Source: an optimization exercise on an open RTL-to-GDS flow (aim: small area and a short achievable clock period). Production flows keep margins and buffers that such runs may drop.
RTL that was checked went through simulation tests only; none was proved equivalent to the original.
Function not checked in runs 3 and 4: the RTL went through the layout flow alone.
Power is estimated from default activity; no workload was simulated.

==> flow/design.v, too long to show whole: its modules and the start of the top module <==
// module and64: 7 lines
// module or64: 7 lines
// module xnor64: 7 lines
// module xor64_by_1: 7 lines
// module comp_sign_extend: 7 lines
// module set_lsb: 6 lines
// module vadder64: 15 lines
// module shift64: 464 lines
// module lt65: 7 lines
// module gt65: 7 lines
// module mux8_to_1_x64: 38 lines
// module alu64: 544 lines
// module alu64_sync: 49 lines
module alu64_sync(
    input clk,
    input en,
    input MD,
    input [2:0] OP,
    input [63:0] R1,
    input [63:0] R2,
    output reg EQ,
    output reg GT,
    output reg LT,
    output reg OVR,
    output reg [63:0] Q
    );
  // ...
==> flow/flow/run.sh <==
#!/bin/bash
# Standard ORFS layout (the standard.sh), with the port buffers made from the
# smallest buffer cell instead of the one buffer_ports picks by default.
set -euo pipefail
bash standard.sh BUFFER_PORTS_ARGS="-buffer_cell sky130_fd_sc_hd__buf_1" finish > standard.log 2>&1
==> flow/standard.sh <==
#!/bin/bash
# synth_recipe.tcl (not shown) runs the flow's synth.tcl, then flattens the netlist and writes it again
# the make line also repeats each setting of config.mk as NAME=value (left out here)
make -C /OpenROAD-flow-scripts/flow DESIGN_CONFIG=/design/flow/config.mk WORK_HOME=/design/flow/orfs CLKGATE_MAP_FILE= SYNTH_SCRIPT=/design/flow/synth_recipe.tcl "${@:-finish}"
==> flow/config.mk <==
export PLATFORM = sky130hd
export DESIGN_NAME = alu64_sync
export DESIGN_NICKNAME = alu64_sync
export VERILOG_FILES = /design/flow/design.v
export SDC_FILE = /design/flow/constraint.sdc
export NUM_CORES = 4
export LEC_CHECK = 0
export ABC_AREA = 1
export CAP_MARGIN = 20
export CORE_MARGIN = 2
export CORE_UTILIZATION = 40
export SETUP_SLACK_MARGIN = 1.5
export SLEW_MARGIN = 20
==> flow/constraint.sdc <==
create_clock -name core_clock -period 4.0 [get_ports {clk}]
set_input_delay 0.8000 -clock core_clock [delete_from_list [all_inputs] [get_ports {clk}]]
set_output_delay 0.8000 -clock core_clock [all_outputs]
set_load 0.01 [all_outputs]
==> impl_metrics.json, run 1 <==
{
  "ys_top_cells_by_area": "nand2_1 25%, dfxtp_1 19%, nand3_1 11%, o21ai_0 7.5%, inv_1 7.2%",
  "worstHoldPathType": "reg2reg",
  "grt.met3_usage": 0.0484,
  "synth-seq-area-share": 0.194,
  "floorplan.initialDensity": 0.405,
  "p_seq_w": 0.00187,
  "crit_buf_inv": 4,
  "cts_resized": 15,
  "slowest_delay_ns": 0.43,
  "dr_wl_met2_mm": 31.9,
  "grt_antenna_before_repair": 2,
  "rrSetupSlack_ns": 1.56,
  "grt-busiest-layer": "met2",
  "outcome": "timing/DRC/antenna clean",
  "hold_buffers": 0,
  "fin_util": 0.468,
  "synth_cell_types": 47,
  "yosysTopAreaCellShare": 0.254,
  "synth_edf_count": 0,
  "netlist.top_cell.by_area": "nand2_1",
  "r2r_start": "V_r[1]",
  "holdWs_ns": 0.403,
  "pre_cts_slack_ns": 0.720,
  "grt_use_met2": 0.533,
  "setup_viol": 0,
  "top_regs": "D_r: 64 flops, Q: 64 flops, BC_r: 7 flops",
  "mostFrequentLayoutCells": "1050 x nand2_1, 350 x nand3_1, 290 x inv_1, 218 x o21ai_0, 172 x buf_1",
  "fin_crit_sh": 0.611,
  "tns_ns": 0,
  "ys_ff_latch": 152,
  "clk_share": 0.0339,
  "power.share.clock": 0.295,
  "routed_wl_mm": 72.6,
  "r2r-end": "Q[56]"
}
==> run 2, diff against run 1 <==
==> flow/flow/run.sh (replaced) <==
#!/bin/bash
# Layout flow: the standard.sh throughout, with two changes.
#  1. Synthesis runs with a copy of the ORFS scripts whose ABC area script is
#     replaced by flow/abc_area.script (logic optimisation before the standard delay-aware mapping);
#     everything else in synthesis (synth_recipe.tcl, synth.tcl) is unchanged.
#  2. The port buffers use the smallest buffer cell (buf_1).
set -euo pipefail
rm -rf scripts_mod
cp -r "$FLOW_HOME/scripts" scripts_mod
cp flow/abc_area.script scripts_mod/abc_area.script
bash standard.sh SCRIPTS_DIR="$PWD/scripts_mod" ABC_AREA=1 synth > synth.log 2>&1
bash standard.sh BUFFER_PORTS_ARGS="-buffer_cell sky130_fd_sc_hd__buf_1" finish > standard.log 2>&1
==> flow/flow/abc_area.script (new file) <==
strash
refactor
rewrite
dc2
dch
map -B 0.9
topo
stime -c
buffer -c
upsize -c
dnsize -c
==> impl_metrics.json, run 2 <==
{
  "setup_viol": 0,
  "htreeDepth": 4,
  "max_slew_margin": 0.335,
  "critPathKind": "in2reg",
  "fin_crit_sh": 0.703,
  "vdd_drop_max_v": 0.000306,
  "grt_pass1_wl_mm": 108,
  "synthArstFlopShare": 0,
  "ff_latch_area_mm2": 0.00305,
  "avgViaCountPerCell": 5.99,
  "tritoncts": "built",
  "routed_wl_mm": 74.7,
  "ys_ff_latch": 152,
  "fin_skew_ns": 0.0179,
  "synth-seq-area-share": 0.207,
  "synth_nets": 2578,
  "clock_latency_ns": 0.45,
  "grt_pass1_vias": 17503,
  "worstPathArrival_ns": 3.20,
  "die_h_um": 196,
  "fp.coreArea_mm2": 0.0364,
  "floorplan.initialDensity": 0.404,
  "dp_hpwl_mm": 54.9,
  "synth_ff_type": "dfxtp_1",
  "yosys_warnings": 1,
  "r2r_start": "V_r[1]",
  "drtIter0Drc": 1734,
  "worstMarginPinSlew_ns": 0.997,
  "crit_fanout": 6,
  "final_common_cell": "nand2_1",
  "drc": 0,
  "grt_antenna_before_repair": 7,
  "cap_violations": 0,
  "power_frac_seq": 0.300,
  "grt_max_degree": 90,
  "endpoint_kind": "flop",
  "crit_start": "R1[13]",
  "dpl_cell_area_mm2": 0.0162,
  "ant_nets": 0,
  "dieArea_mm2": 0.0383,
  "io_buffers": 201,
  "required_ns": 4.39,
  "multi_input_area_mm2": 0.0113,
  "place_inst": 3038,
  "hp-start": "OVR_r",
  "pwr-share-comb": 0.441,
  "fmax_mhz": 356,
  "std_cell_rows": 70,
  "mostFrequentLayoutCells": "504 x nand2_1, 254 x o21ai_0, 246 x inv_1, 179 x nor2_1, 173 x nand3_1",
  "power.share.clock": 0.259,
  "routedWlPerCell_um": 23.5,
  "pre_cts_slack_ns": 0.374,
  "fin_crit_ns": 2.81,
  "drive_above_1_share": 0.185,
  "nFillCells": 3734,
  "power_switching_w": 0.00267,
  "drv_slew": 0,
  "syn2layout_area_growth_pct": 30.3,
  "clock_path_buffers": 2,
  "die-width_um": 196,
  "ios": 202,
  "yosysTopAreaCellShare": 0.207,
  "outcome": "timing/DRC/antenna clean",
  "cts_buffers": 17,
  "grt_overflow": 0,
  "fin_cells": 3184,
  "gp_congestion": 0.968,
  "yosysMostFrequentCell": "nand2_1",
  "top_regs": "D_r: 64 flops, Q: 64 flops, BC_r: 7 flops",
  "cts-root-buf": "clkbuf_16",
  "rsz0062_at_grt": "yes",
  "syn_area_per_cell_um2": 6.04,
  "synth_cell_types": 59,
  "final_nets": 2841,
  "grt_usage": 0.372,
  "hold_buffers": 0,
  "netlist.top_cell.by_area": "dfxtp_1",
  "cp-start-kind": "input pin",
  "fin_ws_ns": 1.19,
  "power_density_mw_per_mm2": 326,
  "vias": 19072,
  "synth_edf_count": 0,
  "worstHoldPathType": "reg2reg",
  "final_area_mm2": 0.0192,
  "leakage_nw": 8.17,
  "internal_power_w": 0.00358,
  "drt-pass1-iter-count": 8,
  "hold_viol": 0,
  "syn_inst": 2437,
  "synthesis.area_mm2": 0.0147,
  "clock-sinks": 152,
  "tns_ns": 0,
  "clk_pin_slew_ns": 0.07,
  "sw_frac_of_total": 0.427,
  "ys_top_cells_by_area": "dfxtp_1 21%, nand2_1 14%, o21ai_0 11%, inv_1 6.7%, nand3_1 6.3%",
  "yosys-top-cells-count": "538 x nand2_1, 309 x o21ai_0, 262 x inv_1, 197 x nor2_1, 186 x nand3_1"
}
-- run 2: cells by family after synthesis --
family          Yosys count  synth area share
xor+xnor                117            0.0752
fa+ha+maj                 7           0.00595
mux                      52            0.0354
flops                   152             0.207
compound gates          695             0.278
buf+inv                 413             0.113
simple gates           1001             0.285
-- run 2: stage by stage --
stage	total power (W)	hold slack (ns)	util
after CTS	0.00602	0.406	0.500
after global routing	0.00655	0.406	0.526
final	0.00625	0.392	0.526
after floorplan	0.00326	0.310	-
after detailed placement	0.00414	0.394	0.444
after global placement	0.00414	0.396	0.444
-- run 2: final timing paths --
| check | cells after the start | slack, ns | end |
|---|---|---|---|
| min | 0 | 0.39 | OVR |
| min reg2reg | 0 | 0.39 | OVR |
| max reg2reg | 9 | 1.49 | Q[2] |
| max | 21 | 1.19 | LT_r |
-- run 2: layer usage --
| layer | routed length, µm | GRT usage | up-vias |
|---|---|---|---|
| met5 | 52 | 0 | - |
| met3 | 7320 | 0.0789 | 230 |
| met2 | 33900 | 0.607 | 1136 |
| met1 | 29000 | 0.463 | 8902 |
| li1 | - | - | 8796 |
| met4 | 4370 | 0.192 | 8 |
-- run 2: layout make-up --
class,count,share of cell area
Inverter,273,0.0558
Timing Repair inverter,2,0.000848
Clock buffer,18,0.0229
Multi-Input combinational cell,1872,0.587
Tap cell,468,0.0305
Clock inverter,14,0.00731
Timing Repair Buffer,382,0.136
Antenna cell,3,0.000391
Sequential cell,152,0.159
-- run 2: critical path: stages --
cell and delay, ns:
buf_1 0.29, xor2_2 0.22, xor2_2 0.26, o21ai_0 0.15, a21oi_1 0.18, nand2_2 0.10, a21oi_4 0.19, nand2_2 0.07
nand2_2 0.08, nand2_2 0.05, nand2_2 0.06, nand2_1 0.05, nand2_1 0.08, nand2_1 0.06, nand2_1 0.08, nand2_1 0.06
nand2_1 0.07, nand2_1 0.06, nand2_2 0.07, nand2_2 0.06, a21oi_2 0.14
-- run 2: power groups by stage --
stage / combinational (W) / clock, W / sequential [W]
after floorplan: 0.00135 / 0 / 0.00191
after global placement: 0.00224 / 0 / 0.00190
after detailed placement: 0.00223 / 0 / 0.00191
after CTS: 0.00251 / 0.00164 / 0.00187
after global routing: 0.00296 / 0.00170 / 0.00189
final: 0.00276 / 0.00162 / 0.00187
-- run 2: what timing repair did --
item	CTS	global route
pin swaps	45	72
gates cloned	4	2
buffers inserted	72	33
endpoints found under the setup margin	107	113
gates resized for setup	228	180
==> module alu64, before the edit <==
module alu64(en, MD, OP, R1, R2, D, V, FILL, REV, ADD, BC, SLT, SGT, LT, EQ, OVR);
    input en;
    input MD;
    input [2:0] OP;
    input [63:0] R1;
    input [63:0] R2;
    output [63:0] D;       
    output [5:0] V;        
    output FILL;           
    output REV;            
    output ADD;            
    output [7:1] BC;       
    output SLT;            
    output SGT;            
    output LT;
    output EQ;
    output OVR;
    wire [63:0] a = R1;
    wire [63:0] b = R2;
    wire [63:0] p = a ^ b ^ {64{MD}};    
    wire [63:0] g = a & ~p;              
    wire [63:0] cl;    
    wire g0c = g[0] | (p[0] & MD);
    wire G0_1 = g[1] | (p[1] & g0c);
    wire P0_1 = p[1] & p[0];
    wire G0_3 = g[3] | (p[3] & g[2]);
    wire P0_3 = p[3] & p[2];
    wire G0_5 = g[5] | (p[5] & g[4]);
    wire P0_5 = p[5] & p[4];
    wire G0_7 = g[7] | (p[7] & g[6]);
    wire P0_7 = p[7] & p[6];
    wire G1_2 = g[2] | (p[2] & G0_1);
    wire P1_2 = p[2] & P0_1;
    wire G1_3 = G0_3 | (P0_3 & G0_1);
    wire P1_3 = P0_3 & P0_1;
    wire G1_6 = g[6] | (p[6] & G0_5);
    wire P1_6 = p[6] & P0_5;
    wire G1_7 = G0_7 | (P0_7 & G0_5);
    wire P1_7 = P0_7 & P0_5;
    wire G2_4 = g[4] | (p[4] & G1_3);
    wire P2_4 = p[4] & P1_3;
    wire G2_5 = G0_5 | (P0_5 & G1_3);
    wire P2_5 = P0_5 & P1_3;
    wire G2_6 = G1_6 | (P1_6 & G1_3);
    wire P2_6 = P1_6 & P1_3;
    wire G2_7 = G1_7 | (P1_7 & G1_3);
    wire P2_7 = P1_7 & P1_3;
    assign cl[0] = MD;
    assign cl[1] = g0c;
    assign cl[2] = G0_1;
    assign cl[3] = G1_2;
    assign cl[4] = G1_3;
    assign cl[5] = G2_4;
    assign cl[6] = G2_5;
    assign cl[7] = G2_6;
    wire G0_9 = g[9] | (p[9] & g[8]);
    wire P0_9 = p[9] & p[8];
    wire G0_11 = g[11] | (p[11] & g[10]);
    wire P0_11 = p[11] & p[10];
    wire G0_13 = g[13] | (p[13] & g[12]);
    wire P0_13 = p[13] & p[12];
    wire G0_15 = g[15] | (p[15] & g[14]);
    wire P0_15 = p[15] & p[14];
    wire G1_10 = g[10] | (p[10] & G0_9);
    wire P1_10 = p[10] & P0_9;
    wire G1_11 = G0_11 | (P0_11 & G0_9);
    wire P1_11 = P0_11 & P0_9;
    wire G1_14 = g[14] | (p[14] & G0_13);
    wire P1_14 = p[14] & P0_13;
    wire G1_15 = G0_15 | (P0_15 & G0_13);
    wire P1_15 = P0_15 & P0_13;
    wire G2_12 = g[12] | (p[12] & G1_11);
    wire P2_12 = p[12] & P1_11;
    wire G2_13 = G0_13 | (P0_13 & G1_11);
    wire P2_13 = P0_13 & P1_11;
    wire G2_14 = G1_14 | (P1_14 & G1_11);
    wire P2_14 = P1_14 & P1_11;
    wire G2_15 = G1_15 | (P1_15 & G1_11);
    wire P2_15 = P1_15 & P1_11;
    assign cl[8] = 1'b0;
    assign cl[9] = g[8];
    assign cl[10] = G0_9;
    assign cl[11] = G1_10;
    assign cl[12] = G1_11;
    assign cl[13] = G2_12;
    assign cl[14] = G2_13;
    assign cl[15] = G2_14;
    wire G0_17 = g[17] | (p[17] & g[16]);
    wire P0_17 = p[17] & p[16];
    wire G0_19 = g[19] | (p[19] & g[18]);
    wire P0_19 = p[19] & p[18];
    wire G0_21 = g[21] | (p[21] & g[20]);
    wire P0_21 = p[21] & p[20];
    wire G0_23 = g[23] | (p[23] & g[22]);
    wire P0_23 = p[23] & p[22];
    wire G1_18 = g[18] | (p[18] & G0_17);
    wire P1_18 = p[18] & P0_17;
    wire G1_19 = G0_19 | (P0_19 & G0_17);
    wire P1_19 = P0_19 & P0_17;
    wire G1_22 = g[22] | (p[22] & G0_21);
    wire P1_22 = p[22] & P0_21;
    wire G1_23 = G0_23 | (P0_23 & G0_21);
    wire P1_23 = P0_23 & P0_21;
    wire G2_20 = g[20] | (p[20] & G1_19);
    wire P2_20 = p[20] & P1_19;
    wire G2_21 = G0_21 | (P0_21 & G1_19);
    wire P2_21 = P0_21 & P1_19;
    wire G2_22 = G1_22 | (P1_22 & G1_19);
    wire P2_22 = P1_22 & P1_19;
    wire G2_23 = G1_23 | (P1_23 & G1_19);
    wire P2_23 = P1_23 & P1_19;
    assign cl[16] = 1'b0;
    assign cl[17] = g[16];
    assign cl[18] = G0_17;
    assign cl[19] = G1_18;
    assign cl[20] = G1_19;
    assign cl[21] = G2_20;
    assign cl[22] = G2_21;
    assign cl[23] = G2_22;
    wire G0_25 = g[25] | (p[25] & g[24]);
    wire P0_25 = p[25] & p[24];
    wire G0_27 = g[27] | (p[27] & g[26]);
    wire P0_27 = p[27] & p[26];
    wire G0_29 = g[29] | (p[29] & g[28]);
    wire P0_29 = p[29] & p[28];
    wire G0_31 = g[31] | (p[31] & g[30]);
    wire P0_31 = p[31] & p[30];
    wire G1_26 = g[26] | (p[26] & G0_25);
    wire P1_26 = p[26] & P0_25;
    wire G1_27 = G0_27 | (P0_27 & G0_25);
    wire P1_27 = P0_27 & P0_25;
    wire G1_30 = g[30] | (p[30] & G0_29);
    wire P1_30 = p[30] & P0_29;
    wire G1_31 = G0_31 | (P0_31 & G0_29);
    wire P1_31 = P0_31 & P0_29;
    wire G2_28 = g[28] | (p[28] & G1_27);
    wire P2_28 = p[28] & P1_27;
    wire G2_29 = G0_29 | (P0_29 & G1_27);
    wire P2_29 = P0_29 & P1_27;
    wire G2_30 = G1_30 | (P1_30 & G1_27);
    wire P2_30 = P1_30 & P1_27;
    wire G2_31 = G1_31 | (P1_31 & G1_27);
    wire P2_31 = P1_31 & P1_27;
    assign cl[24] = 1'b0;
    assign cl[25] = g[24];
    assign cl[26] = G0_25;
    assign cl[27] = G1_26;
    assign cl[28] = G1_27;
    assign cl[29] = G2_28;
    assign cl[30] = G2_29;
    assign cl[31] = G2_30;
    wire G0_33 = g[33] | (p[33] & g[32]);
    wire P0_33 = p[33] & p[32];
    wire G0_35 = g[35] | (p[35] & g[34]);
    wire P0_35 = p[35] & p[34];
    wire G0_37 = g[37] | (p[37] & g[36]);
    wire P0_37 = p[37] & p[36];
    wire G0_39 = g[39] | (p[39] & g[38]);
    wire P0_39 = p[39] & p[38];
    wire G1_34 = g[34] | (p[34] & G0_33);
    wire P1_34 = p[34] & P0_33;
    wire G1_35 = G0_35 | (P0_35 & G0_33);
    wire P1_35 = P0_35 & P0_33;
    wire G1_38 = g[38] | (p[38] & G0_37);
    wire P1_38 = p[38] & P0_37;
    wire G1_39 = G0_39 | (P0_39 & G0_37);
    wire P1_39 = P0_39 & P0_37;
    wire G2_36 = g[36] | (p[36] & G1_35);
    wire P2_36 = p[36] & P1_35;
    wire G2_37 = G0_37 | (P0_37 & G1_35);
    wire P2_37 = P0_37 & P1_35;
    wire G2_38 = G1_38 | (P1_38 & G1_35);
    wire P2_38 = P1_38 & P1_35;
    wire G2_39 = G1_39 | (P1_39 & G1_35);
    wire P2_39 = P1_39 & P1_35;
    assign cl[32] = 1'b0;
    assign cl[33] = g[32];
    assign cl[34] = G0_33;
    assign cl[35] = G1_34;
    assign cl[36] = G1_35;
    assign cl[37] = G2_36;
    assign cl[38] = G2_37;
    assign cl[39] = G2_38;
    wire G0_41 = g[41] | (p[41] & g[40]);
    wire P0_41 = p[41] & p[40];
    wire G0_43 = g[43] | (p[43] & g[42]);
    wire P0_43 = p[43] & p[42];
    wire G0_45 = g[45] | (p[45] & g[44]);
    wire P0_45 = p[45] & p[44];
    wire G0_47 = g[47] | (p[47] & g[46]);
    wire P0_47 = p[47] & p[46];
    wire G1_42 = g[42] | (p[42] & G0_41);
    wire P1_42 = p[42] & P0_41;
    wire G1_43 = G0_43 | (P0_43 & G0_41);
    wire P1_43 = P0_43 & P0_41;
    wire G1_46 = g[46] | (p[46] & G0_45);
    wire P1_46 = p[46] & P0_45;
    wire G1_47 = G0_47 | (P0_47 & G0_45);
    wire P1_47 = P0_47 & P0_45;
    wire G2_44 = g[44] | (p[44] & G1_43);
    wire P2_44 = p[44] & P1_43;
    wire G2_45 = G0_45 | (P0_45 & G1_43);
    wire P2_45 = P0_45 & P1_43;
    wire G2_46 = G1_46 | (P1_46 & G1_43);
    wire P2_46 = P1_46 & P1_43;
    wire G2_47 = G1_47 | (P1_47 & G1_43);
    wire P2_47 = P1_47 & P1_43;
    assign cl[40] = 1'b0;
    assign cl[41] = g[40];
    assign cl[42] = G0_41;
    assign cl[43] = G1_42;
    assign cl[44] = G1_43;
    assign cl[45] = G2_44;
    assign cl[46] = G2_45;
    assign cl[47] = G2_46;
    wire G0_49 = g[49] | (p[49] & g[48]);
    wire P0_49 = p[49] & p[48];
    wire G0_51 = g[51] | (p[51] & g[50]);
    wire P0_51 = p[51] & p[50];
    wire G0_53 = g[53] | (p[53] & g[52]);
    wire P0_53 = p[53] & p[52];
    wire G0_55 = g[55] | (p[55] & g[54]);
    wire P0_55 = p[55] & p[54];
    wire G1_50 = g[50] | (p[50] & G0_49);
    wire P1_50 = p[50] & P0_49;
    wire G1_51 = G0_51 | (P0_51 & G0_49);
    wire P1_51 = P0_51 & P0_49;
    wire G1_54 = g[54] | (p[54] & G0_53);
    wire P1_54 = p[54] & P0_53;
    wire G1_55 = G0_55 | (P0_55 & G0_53);
    wire P1_55 = P0_55 & P0_53;
    wire G2_52 = g[52] | (p[52] & G1_51);
    wire P2_52 = p[52] & P1_51;
    wire G2_53 = G0_53 | (P0_53 & G1_51);
    wire P2_53 = P0_53 & P1_51;
    wire G2_54 = G1_54 | (P1_54 & G1_51);
    wire P2_54 = P1_54 & P1_51;
    wire G2_55 = G1_55 | (P1_55 & G1_51);
    wire P2_55 = P1_55 & P1_51;
    assign cl[48] = 1'b0;
    assign cl[49] = g[48];
    assign cl[50] = G0_49;
    assign cl[51] = G1_50;
    assign cl[52] = G1_51;
    assign cl[53] = G2_52;
    assign cl[54] = G2_53;
    assign cl[55] = G2_54;
    wire G0_57 = g[57] | (p[57] & g[56]);
    wire P0_57 = p[57] & p[56];
    wire G0_59 = g[59] | (p[59] & g[58]);
    wire P0_59 = p[59] & p[58];
    wire G0_61 = g[61] | (p[61] & g[60]);
    wire P0_61 = p[61] & p[60];
    wire G0_63 = g[63] | (p[63] & g[62]);
    wire P0_63 = p[63] & p[62];
    wire G1_58 = g[58] | (p[58] & G0_57);
    wire P1_58 = p[58] & P0_57;
    wire G1_59 = G0_59 | (P0_59 & G0_57);
    wire P1_59 = P0_59 & P0_57;
    wire G1_62 = g[62] | (p[62] & G0_61);
    wire P1_62 = p[62] & P0_61;
    wire G1_63 = G0_63 | (P0_63 & G0_61);
    wire P1_63 = P0_63 & P0_61;
    wire G2_60 = g[60] | (p[60] & G1_59);
    wire P2_60 = p[60] & P1_59;
    wire G2_61 = G0_61 | (P0_61 & G1_59);
    wire P2_61 = P0_61 & P1_59;
    wire G2_62 = G1_62 | (P1_62 & G1_59);
    wire P2_62 = P1_62 & P1_59;
    wire G2_63 = G1_63 | (P1_63 & G1_59);
    wire P2_63 = P1_63 & P1_59;
    assign cl[56] = 1'b0;
    assign cl[57] = g[56];
    assign cl[58] = G0_57;
    assign cl[59] = G1_58;
    assign cl[60] = G1_59;
    assign cl[61] = G2_60;
    assign cl[62] = G2_61;
    assign cl[63] = G2_62;
    wire BG0_1 = G2_15 | (P2_15 & G2_7);
    wire BP0_1 = P2_15 & P2_7;
    wire BG0_3 = G2_31 | (P2_31 & G2_23);
    wire BP0_3 = P2_31 & P2_23;
    wire BG0_5 = G2_47 | (P2_47 & G2_39);
    wire BP0_5 = P2_47 & P2_39;
    wire BG0_7 = G2_63 | (P2_63 & G2_55);
    wire BP0_7 = P2_63 & P2_55;
    wire BG1_2 = G2_23 | (P2_23 & BG0_1);
    wire BP1_2 = P2_23 & BP0_1;
    wire BG1_3 = BG0_3 | (BP0_3 & BG0_1);
    wire BP1_3 = BP0_3 & BP0_1;
    wire BG1_6 = G2_55 | (P2_55 & BG0_5);
    wire BP1_6 = P2_55 & BP0_5;
    wire BG1_7 = BG0_7 | (BP0_7 & BG0_5);
    wire BP1_7 = BP0_7 & BP0_5;
    wire BG2_4 = G2_39 | (P2_39 & BG1_3);
    wire BP2_4 = P2_39 & BP1_3;
    wire BG2_5 = BG0_5 | (BP0_5 & BG1_3);
    wire BP2_5 = BP0_5 & BP1_3;
    wire BG2_6 = BG1_6 | (BP1_6 & BG1_3);
    wire BP2_6 = BP1_6 & BP1_3;
    wire BG2_7 = BG1_7 | (BP1_7 & BG1_3);
    wire BP2_7 = BP1_7 & BP1_3;
    wire [8:0] bc;    
    assign bc[0] = MD;
    assign bc[1] = G2_7;
    assign bc[2] = BG0_1;
    assign bc[3] = BG1_2;
    assign bc[4] = BG1_3;
    assign bc[5] = BG2_4;
    assign bc[6] = BG2_5;
    assign bc[7] = BG2_6;
    assign bc[8] = BG2_7;
    wire [63:0] s0 = p ^ cl;
    assign OVR = bc[8];
    wire [63:0] lg;
    wire [63:0] le;
    assign lg[62:0] = ~a[62:0] & p[62:0];
    assign lg[63] = a[63] & p[63];
    assign le = ~p;
    wire CL0_0 = lg[1] | (le[1] & lg[0]);
    wire CE0_0 = le[1] & le[0];
    wire CL0_1 = lg[3] | (le[3] & lg[2]);
    wire CE0_1 = le[3] & le[2];
    wire CL0_2 = lg[5] | (le[5] & lg[4]);
    wire CE0_2 = le[5] & le[4];
    wire CL0_3 = lg[7] | (le[7] & lg[6]);
    wire CE0_3 = le[7] & le[6];
    wire CL0_4 = lg[9] | (le[9] & lg[8]);
    wire CE0_4 = le[9] & le[8];
    wire CL0_5 = lg[11] | (le[11] & lg[10]);
    wire CE0_5 = le[11] & le[10];
    wire CL0_6 = lg[13] | (le[13] & lg[12]);
    wire CE0_6 = le[13] & le[12];
    wire CL0_7 = lg[15] | (le[15] & lg[14]);
    wire CE0_7 = le[15] & le[14];
    wire CL0_8 = lg[17] | (le[17] & lg[16]);
    wire CE0_8 = le[17] & le[16];
    wire CL0_9 = lg[19] | (le[19] & lg[18]);
    wire CE0_9 = le[19] & le[18];
    wire CL0_10 = lg[21] | (le[21] & lg[20]);
    wire CE0_10 = le[21] & le[20];
    wire CL0_11 = lg[23] | (le[23] & lg[22]);
    wire CE0_11 = le[23] & le[22];
    wire CL0_12 = lg[25] | (le[25] & lg[24]);
    wire CE0_12 = le[25] & le[24];
    wire CL0_13 = lg[27] | (le[27] & lg[26]);
    wire CE0_13 = le[27] & le[26];
    wire CL0_14 = lg[29] | (le[29] & lg[28]);
    wire CE0_14 = le[29] & le[28];
    wire CL0_15 = lg[31] | (le[31] & lg[30]);
    wire CE0_15 = le[31] & le[30];
    wire CL0_16 = lg[33] | (le[33] & lg[32]);
    wire CE0_16 = le[33] & le[32];
    wire CL0_17 = lg[35] | (le[35] & lg[34]);
    wire CE0_17 = le[35] & le[34];
    wire CL0_18 = lg[37] | (le[37] & lg[36]);
    wire CE0_18 = le[37] & le[36];
    wire CL0_19 = lg[39] | (le[39] & lg[38]);
    wire CE0_19 = le[39] & le[38];
    wire CL0_20 = lg[41] | (le[41] & lg[40]);
    wire CE0_20 = le[41] & le[40];
    wire CL0_21 = lg[43] | (le[43] & lg[42]);
    wire CE0_21 = le[43] & le[42];
    wire CL0_22 = lg[45] | (le[45] & lg[44]);
    wire CE0_22 = le[45] & le[44];
    wire CL0_23 = lg[47] | (le[47] & lg[46]);
    wire CE0_23 = le[47] & le[46];
    wire CL0_24 = lg[49] | (le[49] & lg[48]);
    wire CE0_24 = le[49] & le[48];
    wire CL0_25 = lg[51] | (le[51] & lg[50]);
    wire CE0_25 = le[51] & le[50];
    wire CL0_26 = lg[53] | (le[53] & lg[52]);
    wire CE0_26 = le[53] & le[52];
    wire CL0_27 = lg[55] | (le[55] & lg[54]);
    wire CE0_27 = le[55] & le[54];
    wire CL0_28 = lg[57] | (le[57] & lg[56]);
    wire CE0_28 = le[57] & le[56];
    wire CL0_29 = lg[59] | (le[59] & lg[58]);
    wire CE0_29 = le[59] & le[58];
    wire CL0_30 = lg[61] | (le[61] & lg[60]);
    wire CE0_30 = le[61] & le[60];
    wire CL0_31 = lg[63] | (le[63] & lg[62]);
    wire CE0_31 = le[63] & le[62];
    wire CL1_0 = CL0_1 | (CE0_1 & CL0_0);
    wire CE1_0 = CE0_1 & CE0_0;
    wire CL1_1 = CL0_3 | (CE0_3 & CL0_2);
    wire CE1_1 = CE0_3 & CE0_2;
    wire CL1_2 = CL0_5 | (CE0_5 & CL0_4);
    wire CE1_2 = CE0_5 & CE0_4;
    wire CL1_3 = CL0_7 | (CE0_7 & CL0_6);
    wire CE1_3 = CE0_7 & CE0_6;
    wire CL1_4 = CL0_9 | (CE0_9 & CL0_8);
    wire CE1_4 = CE0_9 & CE0_8;
    wire CL1_5 = CL0_11 | (CE0_11 & CL0_10);
    wire CE1_5 = CE0_11 & CE0_10;
    wire CL1_6 = CL0_13 | (CE0_13 & CL0_12);
    wire CE1_6 = CE0_13 & CE0_12;
    wire CL1_7 = CL0_15 | (CE0_15 & CL0_14);
    wire CE1_7 = CE0_15 & CE0_14;
    wire CL1_8 = CL0_17 | (CE0_17 & CL0_16);
    wire CE1_8 = CE0_17 & CE0_16;
    wire CL1_9 = CL0_19 | (CE0_19 & CL0_18);
    wire CE1_9 = CE0_19 & CE0_18;
    wire CL1_10 = CL0_21 | (CE0_21 & CL0_20);
    wire CE1_10 = CE0_21 & CE0_20;
    wire CL1_11 = CL0_23 | (CE0_23 & CL0_22);
    wire CE1_11 = CE0_23 & CE0_22;
    wire CL1_12 = CL0_25 | (CE0_25 & CL0_24);
    wire CE1_12 = CE0_25 & CE0_24;
    wire CL1_13 = CL0_27 | (CE0_27 & CL0_26);
    wire CE1_13 = CE0_27 & CE0_26;
    wire CL1_14 = CL0_29 | (CE0_29 & CL0_28);
    wire CE1_14 = CE0_29 & CE0_28;
    wire CL1_15 = CL0_31 | (CE0_31 & CL0_30);
    wire CE1_15 = CE0_31 & CE0_30;
    wire CL2_0 = CL1_1 | (CE1_1 & CL1_0);
    wire CE2_0 = CE1_1 & CE1_0;
    wire CL2_1 = CL1_3 | (CE1_3 & CL1_2);
    wire CE2_1 = CE1_3 & CE1_2;
    wire CL2_2 = CL1_5 | (CE1_5 & CL1_4);
    wire CE2_2 = CE1_5 & CE1_4;
    wire CL2_3 = CL1_7 | (CE1_7 & CL1_6);
    wire CE2_3 = CE1_7 & CE1_6;
    wire CL2_4 = CL1_9 | (CE1_9 & CL1_8);
    wire CE2_4 = CE1_9 & CE1_8;
    wire CL2_5 = CL1_11 | (CE1_11 & CL1_10);
    wire CE2_5 = CE1_11 & CE1_10;
    wire CL2_6 = CL1_13 | (CE1_13 & CL1_12);
    wire CE2_6 = CE1_13 & CE1_12;
    wire CL2_7 = CL1_15 | (CE1_15 & CL1_14);
    wire CE2_7 = CE1_15 & CE1_14;
    wire CL3_0 = CL2_1 | (CE2_1 & CL2_0);
    wire CE3_0 = CE2_1 & CE2_0;
    wire CL3_1 = CL2_3 | (CE2_3 & CL2_2);
    wire CE3_1 = CE2_3 & CE2_2;
    wire CL3_2 = CL2_5 | (CE2_5 & CL2_4);
    wire CE3_2 = CE2_5 & CE2_4;
    wire CL3_3 = CL2_7 | (CE2_7 & CL2_6);
    wire CE3_3 = CE2_7 & CE2_6;
    wire CL4_0 = CL3_1 | (CE3_1 & CL3_0);
    wire CE4_0 = CE3_1 & CE3_0;
    wire CL4_1 = CL3_3 | (CE3_3 & CL3_2);
    wire CE4_1 = CE3_3 & CE3_2;
    wire CL5_0 = CL4_1 | (CE4_1 & CL4_0);
    wire CE5_0 = CE4_1 & CE4_0;
    wire lt0 = CL5_0;
    wire eq0 = CE5_0;
    wire eq1 = &p;
    assign LT = MD ? ~OVR : lt0;
    assign EQ = MD ? eq1 : eq0;
    wire s_add = en & (OP == 3'b000);
    wire s_shl = en & (OP == 3'b001);
    wire s_shr = en & (OP == 3'b101);
    wire op_x = en & (OP == 3'b100);
    wire op_o = en & (OP == 3'b110);
    wire op_a = en & (OP == 3'b111);
    wire pas = ~en;
    wire sh0 = b[0];
    wire shr_a = s_shr & ~sh0;    
    wire shr_b = s_shr & sh0;     
    wire shl_a = s_shl & ~sh0;    
    wire shl_b = s_shl & sh0;     
    wire t01 = op_x | op_o;
    wire t10 = op_x | op_o | pas | shr_a;
    wire t11 = op_o | op_a | pas | shr_a;
    assign SLT = en & (OP == 3'b010);
    assign SGT = en & (OP == 3'b011);
    assign ADD = s_add;
    assign REV = s_shl;
    assign FILL = s_shr & MD & a[63];
    assign V = {(s_shl | s_shr) ? b[5:1] : 5'd0, 1'b0};
    assign BC[1] = s_add & bc[1];
    assign BC[2] = s_add & bc[2];
    assign BC[3] = s_add & bc[3];
    assign BC[4] = s_add & bc[4];
    assign BC[5] = s_add & bc[5];
    assign BC[6] = s_add & bc[6];
    assign BC[7] = s_add & bc[7];
    assign D[0] = (s_add & s0[0]) | (b[0] ? (a[0] ? t11 : t01) : (a[0] & t10)) | (shl_a & a[63]) | (shr_b & a[1]) | (shl_b & a[62]);
    assign D[1] = (s_add & s0[1]) | (b[1] ? (a[1] ? t11 : t01) : (a[1] & t10)) | (shl_a & a[62]) | (shr_b & a[2]) | (shl_b & a[61]);
    assign D[2] = (s_add & s0[2]) | (b[2] ? (a[2] ? t11 : t01) : (a[2] & t10)) | (shl_a & a[61]) | (shr_b & a[3]) | (shl_b & a[60]);
    assign D[3] = (s_add & s0[3]) | (b[3] ? (a[3] ? t11 : t01) : (a[3] & t10)) | (shl_a & a[60]) | (shr_b & a[4]) | (shl_b & a[59]);
    assign D[4] = (s_add & s0[4]) | (b[4] ? (a[4] ? t11 : t01) : (a[4] & t10)) | (shl_a & a[59]) | (shr_b & a[5]) | (shl_b & a[58]);
    assign D[5] = (s_add & s0[5]) | (b[5] ? (a[5] ? t11 : t01) : (a[5] & t10)) | (shl_a & a[58]) | (shr_b & a[6]) | (shl_b & a[57]);
    assign D[6] = (s_add & s0[6]) | (b[6] ? (a[6] ? t11 : t01) : (a[6] & t10)) | (shl_a & a[57]) | (shr_b & a[7]) | (shl_b & a[56]);
    assign D[7] = (s_add & s0[7]) | (b[7] ? (a[7] ? t11 : t01) : (a[7] & t10)) | (shl_a & a[56]) | (shr_b & a[8]) | (shl_b & a[55]);
    assign D[8] = (s_add & s0[8]) | (b[8] ? (a[8] ? t11 : t01) : (a[8] & t10)) | (shl_a & a[55]) | (shr_b & a[9]) | (shl_b & a[54]);
    assign D[9] = (s_add & s0[9]) | (b[9] ? (a[9] ? t11 : t01) : (a[9] & t10)) | (shl_a & a[54]) | (shr_b & a[10]) | (shl_b & a[53]);
    assign D[10] = (s_add & s0[10]) | (b[10] ? (a[10] ? t11 : t01) : (a[10] & t10)) | (shl_a & a[53]) | (shr_b & a[11]) | (shl_b & a[52]);
    assign D[11] = (s_add & s0[11]) | (b[11] ? (a[11] ? t11 : t01) : (a[11] & t10)) | (shl_a & a[52]) | (shr_b & a[12]) | (shl_b & a[51]);
    assign D[12] = (s_add & s0[12]) | (b[12] ? (a[12] ? t11 : t01) : (a[12] & t10)) | (shl_a & a[51]) | (shr_b & a[13]) | (shl_b & a[50]);
    assign D[13] = (s_add & s0[13]) | (b[13] ? (a[13] ? t11 : t01) : (a[13] & t10)) | (shl_a & a[50]) | (shr_b & a[14]) | (shl_b & a[49]);
    assign D[14] = (s_add & s0[14]) | (b[14] ? (a[14] ? t11 : t01) : (a[14] & t10)) | (shl_a & a[49]) | (shr_b & a[15]) | (shl_b & a[48]);
    assign D[15] = (s_add & s0[15]) | (b[15] ? (a[15] ? t11 : t01) : (a[15] & t10)) | (shl_a & a[48]) | (shr_b & a[16]) | (shl_b & a[47]);
    assign D[16] = (s_add & s0[16]) | (b[16] ? (a[16] ? t11 : t01) : (a[16] & t10)) | (shl_a & a[47]) | (shr_b & a[17]) | (shl_b & a[46]);
    assign D[17] = (s_add & s0[17]) | (b[17] ? (a[17] ? t11 : t01) : (a[17] & t10)) | (shl_a & a[46]) | (shr_b & a[18]) | (shl_b & a[45]);
    assign D[18] = (s_add & s0[18]) | (b[18] ? (a[18] ? t11 : t01) : (a[18] & t10)) | (shl_a & a[45]) | (shr_b & a[19]) | (shl_b & a[44]);
    assign D[19] = (s_add & s0[19]) | (b[19] ? (a[19] ? t11 : t01) : (a[19] & t10)) | (shl_a & a[44]) | (shr_b & a[20]) | (shl_b & a[43]);
    assign D[20] = (s_add & s0[20]) | (b[20] ? (a[20] ? t11 : t01) : (a[20] & t10)) | (shl_a & a[43]) | (shr_b & a[21]) | (shl_b & a[42]);
    assign D[21] = (s_add & s0[21]) | (b[21] ? (a[21] ? t11 : t01) : (a[21] & t10)) | (shl_a & a[42]) | (shr_b & a[22]) | (shl_b & a[41]);
    assign D[22] = (s_add & s0[22]) | (b[22] ? (a[22] ? t11 : t01) : (a[22] & t10)) | (shl_a & a[41]) | (shr_b & a[23]) | (shl_b & a[40]);
    assign D[23] = (s_add & s0[23]) | (b[23] ? (a[23] ? t11 : t01) : (a[23] & t10)) | (shl_a & a[40]) | (shr_b & a[24]) | (shl_b & a[39]);
    assign D[24] = (s_add & s0[24]) | (b[24] ? (a[24] ? t11 : t01) : (a[24] & t10)) | (shl_a & a[39]) | (shr_b & a[25]) | (shl_b & a[38]);
    assign D[25] = (s_add & s0[25]) | (b[25] ? (a[25] ? t11 : t01) : (a[25] & t10)) | (shl_a & a[38]) | (shr_b & a[26]) | (shl_b & a[37]);
    assign D[26] = (s_add & s0[26]) | (b[26] ? (a[26] ? t11 : t01) : (a[26] & t10)) | (shl_a & a[37]) | (shr_b & a[27]) | (shl_b & a[36]);
    assign D[27] = (s_add & s0[27]) | (b[27] ? (a[27] ? t11 : t01) : (a[27] & t10)) | (shl_a & a[36]) | (shr_b & a[28]) | (shl_b & a[35]);
    assign D[28] = (s_add & s0[28]) | (b[28] ? (a[28] ? t11 : t01) : (a[28] & t10)) | (shl_a & a[35]) | (shr_b & a[29]) | (shl_b & a[34]);
    assign D[29] = (s_add & s0[29]) | (b[29] ? (a[29] ? t11 : t01) : (a[29] & t10)) | (shl_a & a[34]) | (shr_b & a[30]) | (shl_b & a[33]);
    assign D[30] = (s_add & s0[30]) | (b[30] ? (a[30] ? t11 : t01) : (a[30] & t10)) | (shl_a & a[33]) | (shr_b & a[31]) | (shl_b & a[32]);
    assign D[31] = (s_add & s0[31]) | (b[31] ? (a[31] ? t11 : t01) : (a[31] & t10)) | (shl_a & a[32]) | (shr_b & a[32]) | (shl_b & a[31]);
    assign D[32] = (s_add & s0[32]) | (b[32] ? (a[32] ? t11 : t01) : (a[32] & t10)) | (shl_a & a[31]) | (shr_b & a[33]) | (shl_b & a[30]);
    assign D[33] = (s_add & s0[33]) | (b[33] ? (a[33] ? t11 : t01) : (a[33] & t10)) | (shl_a & a[30]) | (shr_b & a[34]) | (shl_b & a[29]);
    assign D[34] = (s_add & s0[34]) | (b[34] ? (a[34] ? t11 : t01) : (a[34] & t10)) | (shl_a & a[29]) | (shr_b & a[35]) | (shl_b & a[28]);
    assign D[35] = (s_add & s0[35]) | (b[35] ? (a[35] ? t11 : t01) : (a[35] & t10)) | (shl_a & a[28]) | (shr_b & a[36]) | (shl_b & a[27]);
    assign D[36] = (s_add & s0[36]) | (b[36] ? (a[36] ? t11 : t01) : (a[36] & t10)) | (shl_a & a[27]) | (shr_b & a[37]) | (shl_b & a[26]);
    assign D[37] = (s_add & s0[37]) | (b[37] ? (a[37] ? t11 : t01) : (a[37] & t10)) | (shl_a & a[26]) | (shr_b & a[38]) | (shl_b & a[25]);
    assign D[38] = (s_add & s0[38]) | (b[38] ? (a[38] ? t11 : t01) : (a[38] & t10)) | (shl_a & a[25]) | (shr_b & a[39]) | (shl_b & a[24]);
    assign D[39] = (s_add & s0[39]) | (b[39] ? (a[39] ? t11 : t01) : (a[39] & t10)) | (shl_a & a[24]) | (shr_b & a[40]) | (shl_b & a[23]);
    assign D[40] = (s_add & s0[40]) | (b[40] ? (a[40] ? t11 : t01) : (a[40] & t10)) | (shl_a & a[23]) | (shr_b & a[41]) | (shl_b & a[22]);
    assign D[41] = (s_add & s0[41]) | (b[41] ? (a[41] ? t11 : t01) : (a[41] & t10)) | (shl_a & a[22]) | (shr_b & a[42]) | (shl_b & a[21]);
    assign D[42] = (s_add & s0[42]) | (b[42] ? (a[42] ? t11 : t01) : (a[42] & t10)) | (shl_a & a[21]) | (shr_b & a[43]) | (shl_b & a[20]);
    assign D[43] = (s_add & s0[43]) | (b[43] ? (a[43] ? t11 : t01) : (a[43] & t10)) | (shl_a & a[20]) | (shr_b & a[44]) | (shl_b & a[19]);
    assign D[44] = (s_add & s0[44]) | (b[44] ? (a[44] ? t11 : t01) : (a[44] & t10)) | (shl_a & a[19]) | (shr_b & a[45]) | (shl_b & a[18]);
    assign D[45] = (s_add & s0[45]) | (b[45] ? (a[45] ? t11 : t01) : (a[45] & t10)) | (shl_a & a[18]) | (shr_b & a[46]) | (shl_b & a[17]);
    assign D[46] = (s_add & s0[46]) | (b[46] ? (a[46] ? t11 : t01) : (a[46] & t10)) | (shl_a & a[17]) | (shr_b & a[47]) | (shl_b & a[16]);
    assign D[47] = (s_add & s0[47]) | (b[47] ? (a[47] ? t11 : t01) : (a[47] & t10)) | (shl_a & a[16]) | (shr_b & a[48]) | (shl_b & a[15]);
    assign D[48] = (s_add & s0[48]) | (b[48] ? (a[48] ? t11 : t01) : (a[48] & t10)) | (shl_a & a[15]) | (shr_b & a[49]) | (shl_b & a[14]);
    assign D[49] = (s_add & s0[49]) | (b[49] ? (a[49] ? t11 : t01) : (a[49] & t10)) | (shl_a & a[14]) | (shr_b & a[50]) | (shl_b & a[13]);
    assign D[50] = (s_add & s0[50]) | (b[50] ? (a[50] ? t11 : t01) : (a[50] & t10)) | (shl_a & a[13]) | (shr_b & a[51]) | (shl_b & a[12]);
    assign D[51] = (s_add & s0[51]) | (b[51] ? (a[51] ? t11 : t01) : (a[51] & t10)) | (shl_a & a[12]) | (shr_b & a[52]) | (shl_b & a[11]);
    assign D[52] = (s_add & s0[52]) | (b[52] ? (a[52] ? t11 : t01) : (a[52] & t10)) | (shl_a & a[11]) | (shr_b & a[53]) | (shl_b & a[10]);
    assign D[53] = (s_add & s0[53]) | (b[53] ? (a[53] ? t11 : t01) : (a[53] & t10)) | (shl_a & a[10]) | (shr_b & a[54]) | (shl_b & a[9]);
    assign D[54] = (s_add & s0[54]) | (b[54] ? (a[54] ? t11 : t01) : (a[54] & t10)) | (shl_a & a[9]) | (shr_b & a[55]) | (shl_b & a[8]);
    assign D[55] = (s_add & s0[55]) | (b[55] ? (a[55] ? t11 : t01) : (a[55] & t10)) | (shl_a & a[8]) | (shr_b & a[56]) | (shl_b & a[7]);
    assign D[56] = (s_add & s0[56]) | (b[56] ? (a[56] ? t11 : t01) : (a[56] & t10)) | (shl_a & a[7]) | (shr_b & a[57]) | (shl_b & a[6]);
    assign D[57] = (s_add & s0[57]) | (b[57] ? (a[57] ? t11 : t01) : (a[57] & t10)) | (shl_a & a[6]) | (shr_b & a[58]) | (shl_b & a[5]);
    assign D[58] = (s_add & s0[58]) | (b[58] ? (a[58] ? t11 : t01) : (a[58] & t10)) | (shl_a & a[5]) | (shr_b & a[59]) | (shl_b & a[4]);
    assign D[59] = (s_add & s0[59]) | (b[59] ? (a[59] ? t11 : t01) : (a[59] & t10)) | (shl_a & a[4]) | (shr_b & a[60]) | (shl_b & a[3]);
    assign D[60] = (s_add & s0[60]) | (b[60] ? (a[60] ? t11 : t01) : (a[60] & t10)) | (shl_a & a[3]) | (shr_b & a[61]) | (shl_b & a[2]);
    assign D[61] = (s_add & s0[61]) | (b[61] ? (a[61] ? t11 : t01) : (a[61] & t10)) | (shl_a & a[2]) | (shr_b & a[62]) | (shl_b & a[1]);
    assign D[62] = (s_add & s0[62]) | (b[62] ? (a[62] ? t11 : t01) : (a[62] & t10)) | (shl_a & a[1]) | (shr_b & a[63]) | (shl_b & a[0]);
    assign D[63] = (s_add & s0[63]) | (b[63] ? (a[63] ? t11 : t01) : (a[63] & t10)) | (shl_a & a[0]) | (shr_b & MD & a[63]) | (shl_b & 1'b0);
endmodule
==> run 3, diff against run 2 <==
--- a/flow/design.v
+++ b/flow/design.v
@@ -898,9 +898,10 @@
     wire [63:0] s0 = p ^ cl;
     assign OVR = bc[8];
-    wire [63:0] lg;
-    wire [63:0] le;
-    assign lg[62:0] = ~a[62:0] & p[62:0];
-    assign lg[63] = a[63] & p[63];
-    assign le = ~p;
+    wire [63:0] x = a ^ b;
+    wire [63:0] lg;    
+    wire [63:0] le;    
+    assign lg[62:0] = ~a[62:0] & x[62:0];
+    assign lg[63] = x[63] & (a[63] ^ MD);
+    assign le = ~x;
     wire CL0_0 = lg[1] | (le[1] & lg[0]);
     wire CE0_0 = le[1] & le[0];
@@ -1029,9 +1030,6 @@
     wire CL5_0 = CL4_1 | (CE4_1 & CL4_0);
     wire CE5_0 = CE4_1 & CE4_0;
-    wire lt0 = CL5_0;
-    wire eq0 = CE5_0;
-    wire eq1 = &p;
-    assign LT = MD ? ~OVR : lt0;
-    assign EQ = MD ? eq1 : eq0;
+    assign LT = CL5_0;
+    assign EQ = CE5_0;
     wire s_add = en & (OP == 3'b000);
     wire s_shl = en & (OP == 3'b001);
==> flow/flow/run.sh (replaced) <==
#!/bin/bash
# Standard ORFS layout (the standard.sh), with the port buffers made from the
# smallest buffer cell instead of the one buffer_ports picks by default.
set -euo pipefail
bash standard.sh BUFFER_PORTS_ARGS="-buffer_cell sky130_fd_sc_hd__buf_1" finish > standard.log 2>&1
--- a/flow/config.mk
+++ b/flow/config.mk
@@ -9,5 +9,6 @@
 export CAP_MARGIN = 20
 export CORE_MARGIN = 2
-export CORE_UTILIZATION = 40
-export SETUP_SLACK_MARGIN = 1.5
+export CORE_UTILIZATION = 55
+export CTS_BUF_LIST = sky130_fd_sc_hd__clkbuf_4 sky130_fd_sc_hd__clkbuf_8
+export SETUP_SLACK_MARGIN = 1.7
 export SLEW_MARGIN = 20
removed: flow/flow/abc_area.script
==> impl_metrics.json, run 3 <==
{
  "dp_hpwl_mm": 49.0,
  "fmax_mhz": 432,
  "final_common_cell": "nand2_1",
  "worstMarginPinSlew_ns": 1.07,
  "crit_buf_inv": 2,
  "synth_ff_type": "dfxtp_1",
  "r2r_start": "V_r[1]",
  "tritoncts": "built",
  "max_slew_margin": 0.285,
  "grt_usage": 0.435,
  "htreeDepth": 4,
  "leakage_nw": 8.43,
  "worstHoldPathType": "reg2reg",
  "crit_fanout": 6,
  "grt_max_degree": 74,
  "power_density_mw_per_mm2": 307,
  "crit_family": "simple AND/OR/NAND/NOR gates",
  "synth_nets": 2860,
  "final_area_mm2": 0.0181,
  "cts_buffers": 17,
  "hp-start": "OVR_r",
  "fp.coreArea_mm2": 0.0276,
  "yosysMostFrequentCell": "nand2_1",
  "tns_ns": 0,
  "synth_compound_area_frac": 0.219,
  "syn_area_per_cell_um2": 5.71,
  "ys_top_cells_by_area": "nand2_1 20%, dfxtp_1 20%, nand3_1 11%, o21ai_0 8.5%, inv_1 6.8%",
  "yosys_warnings": 1,
  "yosys-top-cells-count": "828 x nand2_1, 328 x nand3_1, 277 x inv_1, 261 x o21ai_0, 173 x nor2_1",
  "grt_overflow": 0,
  "yosysTopAreaCellShare": 0.202,
  "synthMuxAreaShare": 0.0261,
  "synth_fa_ha_area_frac": 0.0318,
  "cp-start-kind": "flop",
  "synthesis.area_mm2": 0.0154,
  "drc": 0,
  "std_cell_rows": 61,
  "fin_skew_ns": 0.0310,
  "drv_slew": 0,
  "clk_pin_slew_ns": 0.11,
  "fin_crit_sh": 0.578,
  "floorplan.initialDensity": 0.556,
  "io_buffers": 201,
  "netlist.top_cell.by_area": "nand2_1",
  "cp_slowest_cell": "dfxtp_4",
  "rsz0062_at_grt": "yes",
  "grt_antenna_before_repair": 5,
  "ios": 202,
  "synth-seq-area-share": 0.198,
  "die_h_um": 171,
  "hold_buffers": 0,
  "vias": 20717,
  "fin_crit_ns": 2.31,
  "synth_xor_area_frac": 0.0230,
  "hold_viol": 0,
  "avgViaCountPerCell": 6.40,
  "drtIter0Drc": 3028,
  "worstPathArrival_ns": 2.68,
  "synth_top_family_by_area": "simple AND/OR/NAND/NOR gates",
  "synth_edf_count": 0,
  "synth_cell_types": 56,
  "synthSimpleGateAreaFrac": 0.392,
  "syn2layout_area_growth_pct": 18.0,
  "drive_above_1_share": 0.121,
  "drt-pass1-iter-count": 10,
  "vdd_drop_max_v": 0.000214,
  "outcome": "timing/DRC/antenna clean",
  "crit_chain": "clkinvlp_4, buf_12, nand2_1, o21ai_4, or2_2, o21ai_2, mux2i_1, o22ai_1, nand2_1, nand3_1, nand3_1",
  "grt_pass1_vias": 18040,
  "clock-sinks": 152,
  "critPathKind": "reg2reg",
  "ant_nets": 0,
  "routedWlPerCell_um": 20.9,
  "synthArstFlopShare": 0,
  "crit_start": "V_r[1]",
  "dieArea_mm2": 0.0293,
  "grt_pass1_wl_mm": 98.2,
  "clock_path_buffers": 2,
  "ys_ff_latch": 152,
  "slowest_delay_ns": 0.47,
  "dpl_cell_area_mm2": 0.0164,
  "mostFrequentLayoutCells": "814 x nand2_1, 319 x nand3_1, 257 x inv_1, 186 x o21ai_0, 160 x nor2_1",
  "final_nets": 3020,
  "routed_wl_mm": 67.8,
  "top_regs": "D_r: 64 flops, Q: 64 flops, BC_r: 7 flops",
  "die-width_um": 171,
  "syn_inst": 2687,
  "setup_viol": 0,
  "cts-root-buf": "clkbuf_8",
  "cap_violations": 0,
  "required_ns": 4.37,
  "clock_latency_ns": 0.50,
  "endpoint_kind": "flop",
  "gp_congestion": 1.05
}
run 3: changes by cell type after synthesis, sizes merged, moves of 42 or more:
| cell | change |
|---|---|
| o21ai | -50 |
| nand2 | +289 |
| buf | +42 |
| clkbuf | -48 |
| nand3 | +141 |
| xor2 | -89 |
run 3: cells by family (layout without fill, tap and decap cells):
kind of cell	after synthesis	count (layout)
xor+xnor	33	33
mux	40	40
buf+inv	423	596
fa+ha+maj	39	39
flops	152	152
simple gates	1428	1428
other cells	0	1
compound gates	572	572
run 3: stage by stage:
step / total power (W) / cells / utilization / hold slack (ns) / setup slack, ns
2_1_floorplan: 0.00322 / 2687 / - / 0.310 / 1.70
3_3_place_gp: 0.00392 / 3166 / 0.594 / 0.318 / 0.762
3_5_place_dp: 0.00397 / 3166 / 0.594 / 0.312 / 0.802
4_1_cts: 0.00527 / 3209 / 0.621 / 0.332 / 1.67
5_1_grt: 0.00583 / 3238 / 0.656 / 0.337 / 1.55
6_report: 0.00555 / 3239 / 0.656 / 0.331 / 1.69
run 3: worst paths after layout:
check,cells past startpoint,to,slack [ns]
worst max-delay path,11,Q[8],1.69
worst min-delay path,0,OVR,0.33
worst max register to register,11,Q[8],1.69
worst min register to register,0,OVR,0.33
run 3: layout make-up:
| cell class | instances | area (µm²) |
|---|---|---|
| Timing Repair Buffer | 274 | 1610 |
| Fill cell | 2720 | 9510 |
| Multi-Input combinational cell | 2112 | 11400 |
| Timing Repair inverter | 1 | 8.76 |
| Sequential cell | 152 | 3050 |
| Tap cell | 378 | 473 |
| Inverter | 289 | 1170 |
| Antenna cell | 1 | 2.50 |
| Clock inverter | 15 | 169 |
| Clock buffer | 17 | 234 |
run 3: power breakdown:
| part | internal [W] | switching [W] |
|---|---|---|
| clock network | 0.000569 | 0.000704 |
| logic | 0.000786 | 0.00164 |
| registers | 0.00173 | 0.000132 |
| total | 0.00308 | 0.00247 |
run 3: metal layers:
| metal | up-vias | wire length, µm | GRT usage |
|---|---|---|---|
| met5 | - | 26 | 0 |
| met2 | 1668 | 28600 | 0.666 |
| met4 | 4 | 5200 | 0.248 |
| met3 | 381 | 9450 | 0.0972 |
| li1 | 9376 | - | - |
| met1 | 9288 | 24600 | 0.561 |
run 3: timing repair:
action | CTS | global route
endpoints found under the hold margin | 0 | 0
endpoints found under the setup margin | 112 | 134
resized for setup | 86 | 222
setup buffers | 10 | 22
gates cloned | 1 | 7
pin swaps | 10 | 37
==> module alu64_sync, before the edit <==
module alu64_sync(
    input clk,
    input en,
    input MD,
    input [2:0] OP,
    input [63:0] R1,
    input [63:0] R2,
    output reg EQ,
    output reg GT,
    output reg LT,
    output reg OVR,
    output reg [63:0] Q
    );
	reg [63:0] D_r;
	reg [5:1] V_r;
	reg FILL_r, REV_r, ADD_r, SLT_r, SGT_r, LT_r, EQ_r, OVR_r;
	reg [7:1] BC_r;
	wire [63:0] D_w, S_w;
	wire [5:0] V_w;
	wire FILL_w, REV_w, ADD_w, SLT_w, SGT_w, LT_w, EQ_w, OVR_w;
	wire [7:1] BC_w;
	wire GT_1 = ~(LT_r | EQ_r);
	always @(posedge clk)
	begin
		D_r <= D_w;
		V_r <= V_w[5:1];
		FILL_r <= FILL_w;
		REV_r <= REV_w;
		ADD_r <= ADD_w;
		BC_r <= BC_w;
		SLT_r <= SLT_w;
		SGT_r <= SGT_w;
		LT_r <= LT_w;
		EQ_r <= EQ_w;
		OVR_r <= OVR_w;
		EQ <= EQ_r;
		GT <= GT_1;
		LT <= LT_r;
		OVR <= OVR_r;
		Q <= {S_w[63:1], S_w[0] | (SLT_r & LT_r) | (SGT_r & GT_1)};
	end
	alu64 u_front (
		.en(en), .MD(MD), .OP(OP), .R1(R1), .R2(R2),
		.D(D_w), .V(V_w), .FILL(FILL_w), .REV(REV_w), .ADD(ADD_w), .BC(BC_w),
		.SLT(SLT_w), .SGT(SGT_w), .LT(LT_w), .EQ(EQ_w), .OVR(OVR_w));
	shift64 u_back (
		.D(D_r), .V({V_r, 1'b0}), .FILL(FILL_r), .REV(REV_r), .ADD(ADD_r), .BC(BC_r),
		.S(S_w));
endmodule
==> run 4, diff against run 3 <==
--- a/flow/design.v
+++ b/flow/design.v
@@ -583,5 +583,5 @@
 endmodule
 `timescale 1ns / 1ps
-module alu64(en, MD, OP, R1, R2, D, V, FILL, REV, ADD, BC, SLT, SGT, LT, EQ, OVR);
+module alu64(en, MD, OP, R1, R2, D, V, FILL, REV, ADD, BC, SLT, SGT, LT0, EQ0, EQ1, OVR);
     input en;
     input MD;
@@ -597,6 +597,7 @@
     output SLT;            
     output SGT;            
-    output LT;
-    output EQ;
+    output LT0;            
+    output EQ0;            
+    output EQ1;            
     output OVR;
     wire [63:0] a = R1;
@@ -898,10 +899,9 @@
     wire [63:0] s0 = p ^ cl;
     assign OVR = bc[8];
-    wire [63:0] x = a ^ b;
-    wire [63:0] lg;    
-    wire [63:0] le;    
-    assign lg[62:0] = ~a[62:0] & x[62:0];
-    assign lg[63] = x[63] & (a[63] ^ MD);
-    assign le = ~x;
+    wire [63:0] lg;
+    wire [63:0] le;
+    assign lg[62:0] = ~a[62:0] & p[62:0];
+    assign lg[63] = a[63] & p[63];
+    assign le = ~p;
     wire CL0_0 = lg[1] | (le[1] & lg[0]);
     wire CE0_0 = le[1] & le[0];
@@ -1030,6 +1030,10 @@
     wire CL5_0 = CL4_1 | (CE4_1 & CL4_0);
     wire CE5_0 = CE4_1 & CE4_0;
-    assign LT = CL5_0;
-    assign EQ = CE5_0;
+    wire lt0 = CL5_0;
+    wire eq0 = CE5_0;
+    wire eq1 = &p;
+    assign LT0 = lt0;
+    assign EQ0 = eq0;
+    assign EQ1 = eq1;
     wire s_add = en & (OP == 3'b000);
     wire s_shl = en & (OP == 3'b001);
@@ -1141,10 +1145,12 @@
 	reg [63:0] D_r;
 	reg [5:1] V_r;
-	reg FILL_r, REV_r, ADD_r, SLT_r, SGT_r, LT_r, EQ_r, OVR_r;
+	reg FILL_r, REV_r, ADD_r, SLT_r, SGT_r, LT0_r, EQ0_r, EQ1_r, MD_r, OVR_r;
 	reg [7:1] BC_r;
 	wire [63:0] D_w, S_w;
 	wire [5:0] V_w;
-	wire FILL_w, REV_w, ADD_w, SLT_w, SGT_w, LT_w, EQ_w, OVR_w;
+	wire FILL_w, REV_w, ADD_w, SLT_w, SGT_w, LT0_w, EQ0_w, EQ1_w, OVR_w;
 	wire [7:1] BC_w;
+	wire LT_r = MD_r ? ~OVR_r : LT0_r;
+	wire EQ_r = MD_r ? EQ1_r : EQ0_r;
 	wire GT_1 = ~(LT_r | EQ_r);
 	always @(posedge clk)
@@ -1158,6 +1164,8 @@
 		SLT_r <= SLT_w;
 		SGT_r <= SGT_w;
-		LT_r <= LT_w;
-		EQ_r <= EQ_w;
+		LT0_r <= LT0_w;
+		EQ0_r <= EQ0_w;
+		EQ1_r <= EQ1_w;
+		MD_r <= MD;
 		OVR_r <= OVR_w;
 		EQ <= EQ_r;
@@ -1170,5 +1178,5 @@
 		.en(en), .MD(MD), .OP(OP), .R1(R1), .R2(R2),
 		.D(D_w), .V(V_w), .FILL(FILL_w), .REV(REV_w), .ADD(ADD_w), .BC(BC_w),
-		.SLT(SLT_w), .SGT(SGT_w), .LT(LT_w), .EQ(EQ_w), .OVR(OVR_w));
+		.SLT(SLT_w), .SGT(SGT_w), .LT0(LT0_w), .EQ0(EQ0_w), .EQ1(EQ1_w), .OVR(OVR_w));
 	shift64 u_back (
 		.D(D_r), .V({V_r, 1'b0}), .FILL(FILL_r), .REV(REV_r), .ADD(ADD_r), .BC(BC_r),
--- a/flow/config.mk
+++ b/flow/config.mk
@@ -9,6 +9,5 @@
 export CAP_MARGIN = 20
 export CORE_MARGIN = 2
-export CORE_UTILIZATION = 55
-export CTS_BUF_LIST = sky130_fd_sc_hd__clkbuf_4 sky130_fd_sc_hd__clkbuf_8
-export SETUP_SLACK_MARGIN = 1.7
+export CORE_UTILIZATION = 40
+export SETUP_SLACK_MARGIN = 1.5
 export SLEW_MARGIN = 20
==> impl_metrics.json, run 4 <==
{
  "crit_fanout": 57,
  "leakage_nw": 8.48,
  "cts_buffers": 17,
  "die-width_um": 203,
  "fin_crit_sh": 0.620,
  "nFillCells": 4322,
  "vias": 20276,
  "grt_pass1_wl_mm": 106,
  "top_regs": "D_r: 64 flops, Q: 64 flops, BC_r: 7 flops",
  "syn_area_per_cell_um2": 5.57,
  "dieArea_mm2": 0.0411,
  "final_common_cell": "nand2_1",
  "dp_hpwl_mm": 53.2,
  "setup_viol": 0,
  "crit_start": "V_r[3]",
  "cp_slowest_cell": "a21oi_1",
  "yosys-top-cells-count": "981 x nand2_1, 358 x nand3_1, 283 x inv_1, 266 x o21ai_0, 168 x nor2_1",
  "synthArstFlopShare": 0,
  "slowest_delay_ns": 0.39,
  "std_cell_rows": 72,
  "worstHoldPathType": "reg2reg",
  "synth_nets": 2978,
  "gp_congestion": 1.01,
  "grt_antenna_before_repair": 3,
  "synth_edf_count": 0,
  "r2r_start": "V_r[3]",
  "drv_slew": 0,
  "cp-start-kind": "flop",
  "critPathKind": "reg2reg",
  "clk_pin_slew_ns": 0.07,
  "ios": 202,
  "worstMarginPinSlew_ns": 0.998,
  "hold_path_depth": 0,
  "required_ns": 4.37,
  "grt_usage": 0.333,
  "clock_latency_ns": 0.45,
  "power_density_mw_per_mm2": 335,
  "clock-sinks": 154,
  "holdWs_ns": 0.434,
  "grt_pass1_vias": 18029,
  "drive_above_1_share": 0.0646,
  "synth-seq-area-share": 0.195,
  "drc": 0,
  "tritoncts": "built",
  "drtIter0Drc": 2309,
  "hold_buffers": 0,
  "die_h_um": 203,
  "yosysMostFrequentCell": "nand2_1",
  "ys_ff_latch": 154,
  "grt_overflow": 0,
  "outcome": "timing/DRC/antenna clean",
  "ant_nets": 0,
  "grt_max_degree": 75,
  "synthesis.area_mm2": 0.0158,
  "routedWlPerCell_um": 20.4,
  "tns_ns": 0,
  "yosys_warnings": 1,
  "synth_cell_types": 54,
  "rrSetupSlack_ns": 1.52,
  "antenna_cells": 0,
  "syn2layout_area_growth_pct": 14.2,
  "ys_top_cells_by_area": "nand2_1 23%, dfxtp_1 19%, nand3_1 11%, o21ai_0 8.4%, inv_1 6.7%",
  "rsz0062_at_grt": "yes",
  "avgViaCountPerCell": 5.78,
  "fmax_mhz": 403,
  "fin_util": 0.465,
  "final_nets": 3116,
  "clock_path_buffers": 2,
  "r2r-end": "Q[29]",
  "hold_viol": 0,
  "htreeDepth": 4,
  "worstPathArrival_ns": 2.85,
  "cts-root-buf": "clkbuf_16",
  "mostFrequentLayoutCells": "979 x nand2_1, 356 x nand3_1, 279 x inv_1, 249 x o21ai_0, 186 x buf_1",
  "synth_ff_type": "dfxtp_1",
  "syn_inst": 2837,
  "cap_violations": 0,
  "drt-pass1-iter-count": 8,
  "fin_crit_ns": 2.48,
  "endpoint_kind": "flop",
  "reg2reg_depth": 9,
  "routed_wl_mm": 71.3,
  "max_slew_margin": 0.334,
  "io_buffers": 201,
  "fp.coreArea_mm2": 0.0388,
  "netlist.top_cell.by_area": "nand2_1",
  "yosysTopAreaCellShare": 0.233,
  "vdd_drop_max_v": 0.000296,
  "floorplan.initialDensity": 0.407,
  "cp-endpoint": "Q[29]",
  "fin_skew_ns": 0.0140,
  "crit_chain": "clkbuf_8, nand2_1, inv_1, a21oi_1, o21ai_0, nor2_1, a21oi_1, nand2_1, nand3_1"
}
==> run 4: cell types whose count changed after synthesis, moves of 10 or more <==
cell	delta
a311oi_1	+14
nand2_1	+153
ha_1	-32
or2_2	-10
nand3_1	+30
xor2_1	+14
clkbuf_1	+13
nor3_1	-16
o221ai_1	-17
mux2i_1	-10
==> run 4: worst min path at each step <==
stage	startpoint	endpoint
CTS	OVR_r	OVR
global placement	OVR_r	OVR
floorplan	OVR_r	OVR
global route	OVR_r	OVR
detailed placement	OVR_r	OVR
finish	OVR_r	OVR
==> run 4: final cells by class <==
type / count / area [µm²] / share of cell area
timing repair inverter: 2 / 20.0 / 0.00111
tap: 518 / 648 / 0.0359
multi-input combinational: 2242 / 11100 / 0.614
inverter: 299 / 1160 / 0.0644
clock inverter: 10 / 190 / 0.0105
sequential: 154 / 3090 / 0.171
timing repair buffer: 259 / 1400 / 0.0775
clock buffer: 21 / 450 / 0.0249
==> run 4: through the flow <==
step | total power (W) | std cells | worst slack (ns) | cell area [µm²]
after detailed placement | 0.00412 | 3453 | 0.801 | 16900
final | 0.00604 | 3505 | 1.52 | 18100
after global routing | 0.00636 | 3505 | 1.48 | 18100
after global placement | 0.00411 | 3453 | 0.873 | 16900
after floorplan | 0.00330 | 2837 | 1.72 | 15800
after CTS | 0.00596 | 3488 | 1.50 | 17700
==> run 4: kinds of logic (layout without fill, tap and decap cells) <==
family / count (synthesis) / in the layout / share of synthesized area
XOR/XNOR: 44 / 44 / 0.0324
buffers and inverters: 441 / 591 / 0.113
flip-flops: 154 / 154 / 0.195
adder cells (fa/ha/maj): 7 / 7 / 0.00554
AND/OR/NAND/NOR: 1586 / 1586 / 0.420
multiplexers: 31 / 31 / 0.0197
AO/OA/AOI/OAI: 574 / 574 / 0.215
==> run 4: what timing repair did <==
action / 4_1_cts / 5_1_grt
gates cloned: 2 / 2
buffers inserted: 2 / 15
endpoints found under the setup margin: 85 / 82
gates resized for setup: 27 / 60
pin swaps: 0 / 2
==> run 4: per-layer routing <==
layer | track usage | part of all wire | up-vias
met1 | 0.448 | 0.42 | 9250
met5 | 0 | 0.00041 | -
met3 | 0.0398 | 0.088 | 167
met2 | 0.537 | 0.45 | 1102
li1 | - | - | 9753
met4 | 0.142 | 0.041 | 4
==> run 4: critical path, delay by kind of cell (launching register included) <==
kind	cells	cell delay [ns]
AO/OA/AOI/OAI	3	0.81
flip-flops	1	0.37
AND/OR/NAND/NOR	4	0.60
buffers and inverters	2	0.59
==> run 4: where the power goes <==
part / switching [W] / internal [W]
Combinational: 0.00164 / 0.000696
Sequential: 0.000133 / 0.00175
Clock: 0.000702 / 0.00113

## port drivers added, routing unchanged
The results above use ideal ports. As a check the final layouts listed here were re-extracted and re-timed, cells and wires unchanged. Step 1 assumes that a clkbuf_16 drives the clock port and a buf_2 every other input. Step 2, shift: input delay + t, output delay - t, t = (earliest + latest rising clock arrival at the registers) / 2. This alone moves slack from input paths to output paths. Slacks: ideal / step 1 / step 2; pairs: ideal / step 1.
run	t (ns)	setup WS [ns]	worst hold slack (ns)	clock arrival spread, ns	worst register clock-pin slew, ns
run 1	0.492	1.557 / 1.557 / 1.108	0.403 / 0.403 / 0.403	0.017 / 0.017	0.08 / 0.08
run 2	0.494	1.189 / 1.173 / 0.679	0.392 / 0.392 / 0.392	0.018 / 0.018	0.07 / 0.07
run 3	0.522	1.687 / 1.687 / 1.204	0.331 / 0.331 / 0.331	0.040 / 0.041	0.12 / 0.12
run 4	0.492	1.521 / 1.521 / 1.082	0.434 / 0.434 / 0.434	0.014 / 0.014	0.07 / 0.07
After both steps setup and hold are still met in every run listed. The setup slack of run 2, which loses most, moves by -0.016 ns with the drivers and by -0.510 ns with both steps.
